From an optimization exercise on the open Yosys and OpenROAD flow, aimed at small area and a short achievable clock period; shortcuts taken in it are not production practice. At most, simulation tests tie the RTL to the original design; equivalence was not proved.

// MAC
module MAC(A,B,out,clk,reset);
  input [15:0] A,B;
  input clk,reset;
  output [35:0] out;
  reg [35:0] x;
  reg [35:0] y;
  wire [35:0] acc = out;
  wire [35:0] nx, ny;
  wire na0, nb0;
  INV uia0 (A[0], na0);
  INV uib0 (B[0], nb0);
  wire na1, nb1;
  INV uia1 (A[1], na1);
  INV uib1 (B[1], nb1);
  wire na2, nb2;
  INV uia2 (A[2], na2);
  INV uib2 (B[2], nb2);
  wire na3, nb3;
  INV uia3 (A[3], na3);
  INV uib3 (B[3], nb3);
  wire na4, nb4;
  INV uia4 (A[4], na4);
  INV uib4 (B[4], nb4);
  wire na5, nb5;
  INV uia5 (A[5], na5);
  INV uib5 (B[5], nb5);
  wire na6, nb6;
  INV uia6 (A[6], na6);
  INV uib6 (B[6], nb6);
  wire na7, nb7;
  INV uia7 (A[7], na7);
  INV uib7 (B[7], nb7);
  wire na8, nb8;
  INV uia8 (A[8], na8);
  INV uib8 (B[8], nb8);
  wire na9, nb9;
  INV uia9 (A[9], na9);
  INV uib9 (B[9], nb9);
  wire na10, nb10;
  INV uia10 (A[10], na10);
  INV uib10 (B[10], nb10);
  wire na11, nb11;
  INV uia11 (A[11], na11);
  INV uib11 (B[11], nb11);
  wire na12, nb12;
  INV uia12 (A[12], na12);
  INV uib12 (B[12], nb12);
  ...
==> flow/config.mk <==
export PLATFORM = sky130hd
export DESIGN_NAME = MAC
export DESIGN_NICKNAME = MAC
export VERILOG_FILES = /design/flow/design.v
export SDC_FILE = /design/flow/constraint.sdc
export NUM_CORES = 4
export LEC_CHECK = 0
export CAP_MARGIN = 20
export CORE_MARGIN = 2
export CORE_UTILIZATION = 40
export SLEW_MARGIN = 20
export SYNTH_HIERARCHICAL = 1
==> flow/constraint.sdc <==
create_clock -name core_clock -period 18.0 [get_ports {clk}]
set_input_delay 3.6000 -clock core_clock [delete_from_list [all_inputs] [get_ports {clk}]]
set_output_delay 3.6000 -clock core_clock [all_outputs]
set_load 0.01 [all_outputs]
standard.sh (not shown) runs the stock make flow with config.mk's settings and CLKGATE_MAP_FILE= SYNTH_SCRIPT=/design/flow/synth_recipe.tcl, a recipe that flattens the netlist after the stock synthesis.
==> flow/flow/run.sh <==
#!/bin/bash
# The standard layout (standard.sh: standard synthesis and ORFS flow, SDC unchanged),
# with a hook after repair_design that sizes the port buffers and the operand inverters
# (hooks.tcl); knobs.sh holds the cell choices. make's output goes to make_flow.log, each
# ORFS step's log to orfs/logs/.
set -euo pipefail
HERE=$(cd "$(dirname "$0")" && pwd)
source "$HERE/knobs.sh"
export PORT_BUF_IN PORT_BUF_OUT OPND_INV
bash standard.sh BUFFER_PORTS_ARGS="-buffer_cell $PORT_BUF_IN" POST_RESIZE_TCL="$HERE/hooks.tcl" SETUP_SLACK_MARGIN=$MARGIN finish > make_flow.log 2>&1
==> flow/flow/hooks.tcl <==
# Sourced by ORFS after repair_design in the resize step (POST_RESIZE_TCL).
# Port buffers: inputs get $::env(PORT_BUF_IN), outputs $::env(PORT_BUF_OUT).
# Inverters fed by an input buffer (the operand inverters of the NOR partial
# products, each driving 16 gates) get $::env(OPND_INV).
set block [ord::get_db_block]
set n_in 0; set n_out 0; set n_inv 0
foreach bterm [$block getBTerms] {
  set net [$bterm getNet]
  if {$net eq "NULL"} continue
  set name [$bterm getName]
  if {$name eq "clk"} continue
  if {[$bterm getIoType] eq "INPUT"} {
    foreach it [$net getITerms] {
      set inst [$it getInst]
      set m [[$inst getMaster] getName]
      if {![string match "sky130_fd_sc_hd__*buf*" $m]} continue
      if {$m ne $::env(PORT_BUF_IN)} { replace_cell [get_cells [$inst getName]] [get_lib_cells $::env(PORT_BUF_IN)] }
      incr n_in
      foreach ot [$inst getITerms] {
        if {![$ot isOutputSignal]} continue
        set onet [$ot getNet]
        if {$onet eq "NULL"} continue
        foreach lt [$onet getITerms] {
          set li [$lt getInst]
          set lm [[$li getMaster] getName]
          if {[string match "sky130_fd_sc_hd__inv_*" $lm] && [$lt isInputSignal] && $::env(OPND_INV) ne ""} {
            replace_cell [get_cells [$li getName]] [get_lib_cells $::env(OPND_INV)]
            incr n_inv
          }
        }
      }
    }
  } else {
    foreach it [$net getITerms] {
      if {![$it isOutputSignal]} continue
      set inst [$it getInst]
      set m [[$inst getMaster] getName]
      if {![string match "sky130_fd_sc_hd__*buf*" $m]} continue
      if {$m ne $::env(PORT_BUF_OUT)} { replace_cell [get_cells [$inst getName]] [get_lib_cells $::env(PORT_BUF_OUT)] }
      incr n_out
    }
  }
}
puts "hooks: $n_in input buffers, $n_out output buffers, $n_inv operand inverters resized"
==> flow/flow/knobs.sh <==
PORT_BUF_IN=sky130_fd_sc_hd__buf_1
PORT_BUF_OUT=sky130_fd_sc_hd__buf_2
OPND_INV=sky130_fd_sc_hd__inv_4
MARGIN=0
The starting point passed the timing, DRC and antenna checks.
Then changed:
--- a/flow/flow/run.sh
+++ b/flow/flow/run.sh
@@ -9 +9 @@
-export PORT_BUF_IN PORT_BUF_OUT OPND_INV
+export PORT_BUF_IN PORT_BUF_OUT OPND_INV DOWNSIZE HOOK_MARGIN
--- a/flow/flow/hooks.tcl
+++ b/flow/flow/hooks.tcl
@@ -44,0 +45,27 @@
+
+# Optional: every other cell to its drive-1 size (synthesis picks larger ones for speed),
+# then repair_timing aiming at $::env(HOOK_MARGIN) ns of setup slack, so that only the
+# cells on the paths that set the achieved period are sized up.
+if {[info exists ::env(DOWNSIZE)] && $::env(DOWNSIZE)} {
+  set n_down 0
+  foreach inst [$block getInsts] {
+    set m [[$inst getMaster] getName]
+    if {[string match "*dfrtp*" $m] || [string match "*dfstp*" $m]} continue
+    if {![regexp {^(sky130_fd_sc_hd__[a-z0-9]+)_([0-9]+)$} $m -> base sz]} continue
+    if {$sz <= 1} continue
+    set iname [$inst getName]
+    if {[string match "input*" $iname] || [string match "output*" $iname]} continue
+    if {[string match "sky130_fd_sc_hd__inv*" $m] && $::env(OPND_INV) eq $m} continue
+    set lc [get_lib_cells -quiet ${base}_1]
+    if {$lc eq ""} continue
+    replace_cell [get_cells $iname] $lc
+    incr n_down
+  }
+  puts "hooks: $n_down cells downsized"
+}
+if {[info exists ::env(HOOK_MARGIN)] && $::env(HOOK_MARGIN) > 0} {
+  estimate_parasitics -placement
+  puts "hooks: worst slack before [sta::worst_slack_cmd max]"
+  repair_timing -setup -setup_margin $::env(HOOK_MARGIN) -match_cell_footprint -verbose
+  puts "hooks: worst slack after [sta::worst_slack_cmd max]"
+}
--- a/flow/flow/knobs.sh
+++ b/flow/flow/knobs.sh
@@ -4,0 +5,2 @@
+DOWNSIZE=1
+HOOK_MARGIN=0
Design area shrinks by 2.0%.
Die area stays the same.
Synthesized cell count is unchanged.
Function was not checked in any run of this note: the RTL went through the layout flow alone.

========
Another version of the RTL of MAC (not shown whole).
Size: ~880 cells after synthesis, about 63 flip-flops, roughly 9800 um2 of cells after synthesis.
clock: 18.0 ns
lec_check: 0
cap_margin: 20
core_margin: 2
core_utilization: 60
gpl_routability_driven: 0
place_density: 0.8
slew_margin: 20
synth_hierarchical: 1
==> flow/flow/run.sh <==
#!/bin/bash
# The standard layout (standard.sh: standard synthesis and ORFS flow, SDC unchanged),
# with a hook after repair_design that sizes the port buffers and the operand inverters
# (hooks.tcl); knobs.sh holds the cell choices. make's output goes to make_flow.log, each
# ORFS step's log to orfs/logs/.
set -euo pipefail
HERE=$(cd "$(dirname "$0")" && pwd)
source "$HERE/knobs.sh"
export PORT_BUF_IN PORT_BUF_OUT OPND_INV DOWNSIZE HOOK_MARGIN
EXTRA=()
if [[ -n "${CTS_ARGS_K:-}" ]]; then EXTRA+=("CTS_ARGS=$CTS_ARGS_K"); fi
bash standard.sh BUFFER_PORTS_ARGS="-buffer_cell $PORT_BUF_IN" POST_RESIZE_TCL="$HERE/hooks.tcl" SETUP_SLACK_MARGIN=$MARGIN ${EXTRA[@]+"${EXTRA[@]}"} finish > make_flow.log 2>&1
==> flow/flow/knobs.sh <==
PORT_BUF_IN=sky130_fd_sc_hd__buf_1
PORT_BUF_OUT=sky130_fd_sc_hd__buf_2
OPND_INV=sky130_fd_sc_hd__inv_4
MARGIN=0
DOWNSIZE=1
HOOK_MARGIN=0
CTS_ARGS_K="-sink_clustering_enable -repair_clock_nets -dont_use_dummy_load -buf_list sky130_fd_sc_hd__clkbuf_8"
Other scripts of this flow, unchanged in this note and not shown: flow/flow/hooks.tcl
Then changed:
--- a/flow/flow/run.sh
+++ b/flow/flow/run.sh
@@ -9,4 +9,2 @@
 export PORT_BUF_IN PORT_BUF_OUT OPND_INV DOWNSIZE HOOK_MARGIN
-EXTRA=()
-if [[ -n "${CTS_ARGS_K:-}" ]]; then EXTRA+=("CTS_ARGS=$CTS_ARGS_K"); fi
-bash standard.sh BUFFER_PORTS_ARGS="-buffer_cell $PORT_BUF_IN" POST_RESIZE_TCL="$HERE/hooks.tcl" SETUP_SLACK_MARGIN=$MARGIN ${EXTRA[@]+"${EXTRA[@]}"} finish > make_flow.log 2>&1
+bash standard.sh BUFFER_PORTS_ARGS="-buffer_cell $PORT_BUF_IN" POST_RESIZE_TCL="$HERE/hooks.tcl" SETUP_SLACK_MARGIN=$MARGIN finish > make_flow.log 2>&1
==> flow/flow/knobs.sh (replaced) <==
PORT_BUF_IN=sky130_fd_sc_hd__buf_1
PORT_BUF_OUT=sky130_fd_sc_hd__buf_2
OPND_INV=sky130_fd_sc_hd__inv_4
MARGIN=0
DOWNSIZE=0
HOOK_MARGIN=0
- CORE_UTILIZATION: 60 -> 40
- GPL_ROUTABILITY_DRIVEN: 0 -> unset
- PLACE_DENSITY: 0.8 -> unset
- sequential share of layout area goes down by 1.0 points
- via count goes down by about 2.3%
- design area goes up by about 6%
- count of clock-buffer cells in the layout does not change
- critical path depth goes up by 1
- routed wire length goes up by about 7%
- global-route usage goes down by 7.4 points
- utilization goes down by 18 points

========
Starting RTL as in the previous note.
==> flow/config.mk <==
export PLATFORM = sky130hd
export DESIGN_NAME = MAC
export DESIGN_NICKNAME = MAC
export VERILOG_FILES = /design/flow/design.v
export SDC_FILE = /design/flow/constraint.sdc
export NUM_CORES = 4
export LEC_CHECK = 0
export CAP_MARGIN = 5
export CORE_MARGIN = 2
export CORE_UTILIZATION = 60
export PLACE_DENSITY = 0.8
export SLEW_MARGIN = 5
export SYNTH_HIERARCHICAL = 1
==> flow/constraint.sdc <==
create_clock -name core_clock -period 18.0 [get_ports {clk}]
set_input_delay 3.6000 -clock core_clock [delete_from_list [all_inputs] [get_ports {clk}]]
set_output_delay 3.6000 -clock core_clock [all_outputs]
set_load 0.01 [all_outputs]
==> flow/flow/run.sh <==
#!/bin/bash
# The standard layout (standard.sh: standard synthesis and ORFS flow, SDC unchanged),
# with a hook after repair_design that sizes the port buffers and the operand inverters
# (hooks.tcl); knobs.sh holds the cell choices. make's output goes to make_flow.log, each
# ORFS step's log to orfs/logs/.
set -euo pipefail
HERE=$(cd "$(dirname "$0")" && pwd)
source "$HERE/knobs.sh"
export PORT_BUF_IN PORT_BUF_OUT OPND_INV DOWNSIZE HOOK_MARGIN
EXTRA=()
if [[ -n "${CTS_ARGS_K:-}" ]]; then EXTRA+=("CTS_ARGS=$CTS_ARGS_K"); fi
bash standard.sh BUFFER_PORTS_ARGS="-buffer_cell $PORT_BUF_IN" POST_RESIZE_TCL="$HERE/hooks.tcl" SETUP_SLACK_MARGIN=$MARGIN ${EXTRA[@]+"${EXTRA[@]}"} finish > make_flow.log 2>&1
==> flow/flow/knobs.sh <==
PORT_BUF_IN=sky130_fd_sc_hd__buf_1
PORT_BUF_OUT=sky130_fd_sc_hd__buf_2
OPND_INV=sky130_fd_sc_hd__inv_4
MARGIN=0
DOWNSIZE=1
HOOK_MARGIN=0
CTS_ARGS_K="-sink_clustering_enable -repair_clock_nets -dont_use_dummy_load -buf_list sky130_fd_sc_hd__clkbuf_8"
Other scripts of this flow, unchanged in this note and not shown: flow/flow/hooks.tcl
Edit:
==> flow/flow/knobs.sh (replaced) <==
PORT_BUF_IN=sky130_fd_sc_hd__buf_1
PORT_BUF_OUT=sky130_fd_sc_hd__buf_2
OPND_INV=sky130_fd_sc_hd__inv_4
MARGIN=0
DOWNSIZE=1
HOOK_MARGIN=0
CTS_ARGS_K="-sink_clustering_enable -repair_clock_nets -dont_use_dummy_load -buf_list sky130_fd_sc_hd__clkbuf_8 -sink_clustering_size 20 -sink_clustering_max_diameter 120"
- CAP_MARGIN: 5 -> 20
- SLEW_MARGIN: 5 -> 20
The new run produced a clean layout.
Non-clock buffer count is unchanged.
Wire length is about the same.
Cell count stays the same.
Cell area stays the same.
Global-route usage is unchanged.
Area after synthesis does not change.
Via count went up slightly.
Critical path depth stays the same.
First-iteration DRC count went up by a few percent.
Count of clock-buffer cells in the layout does not change.

## port drivers added, routing unchanged
In the flow no input, the clock included, has a driving cell. The finished layouts below were timed again as built, in two steps.
Step 1, drivers: a clkbuf_16 drives clk and a buf_2 each remaining input, both assumed.
Step 2 times the ports against the registers' clock, not the clock port: input delays grow and output delays shrink by t, the midpoint of the rising clock arrivals with the driver on.
Three values: ideal, step 1, step 2; two values: the first two.
| run | t (ns) | slack for setup (ns) | hold WS [ns] | worst setup path at the end | pins driven straight from the clock port |
|---|---|---|---|---|---|
| the first run of note 1 | 0.398 | 11.093 / 11.044 / 11.026 | 0.451 / 0.451 / 0.451 | input to register | 1 |
| the second run of note 1 | 0.395 | 10.429 / 10.382 / 10.777 | 0.452 / 0.452 / 0.452 | register to output | 1 |
| the first run of note 2 | 0.386 | 11.371 / 11.345 / 11.003 | 0.458 / 0.458 / 0.458 | input to register | 1 |
| the second run of note 2 | 0.389 | 11.258 / 11.217 / 10.892 | 0.458 / 0.458 / 0.458 | input to register | 1 |
| the first run of note 3 | 0.383 | 11.360 / 11.328 / 10.995 | 0.458 / 0.458 / 0.458 | input to register | 1 |
| the second run of note 3 | 0.386 | 11.371 / 11.345 / 11.003 | 0.458 / 0.458 / 0.458 | input to register | 1 |
After both steps setup and hold are still met in every run listed.
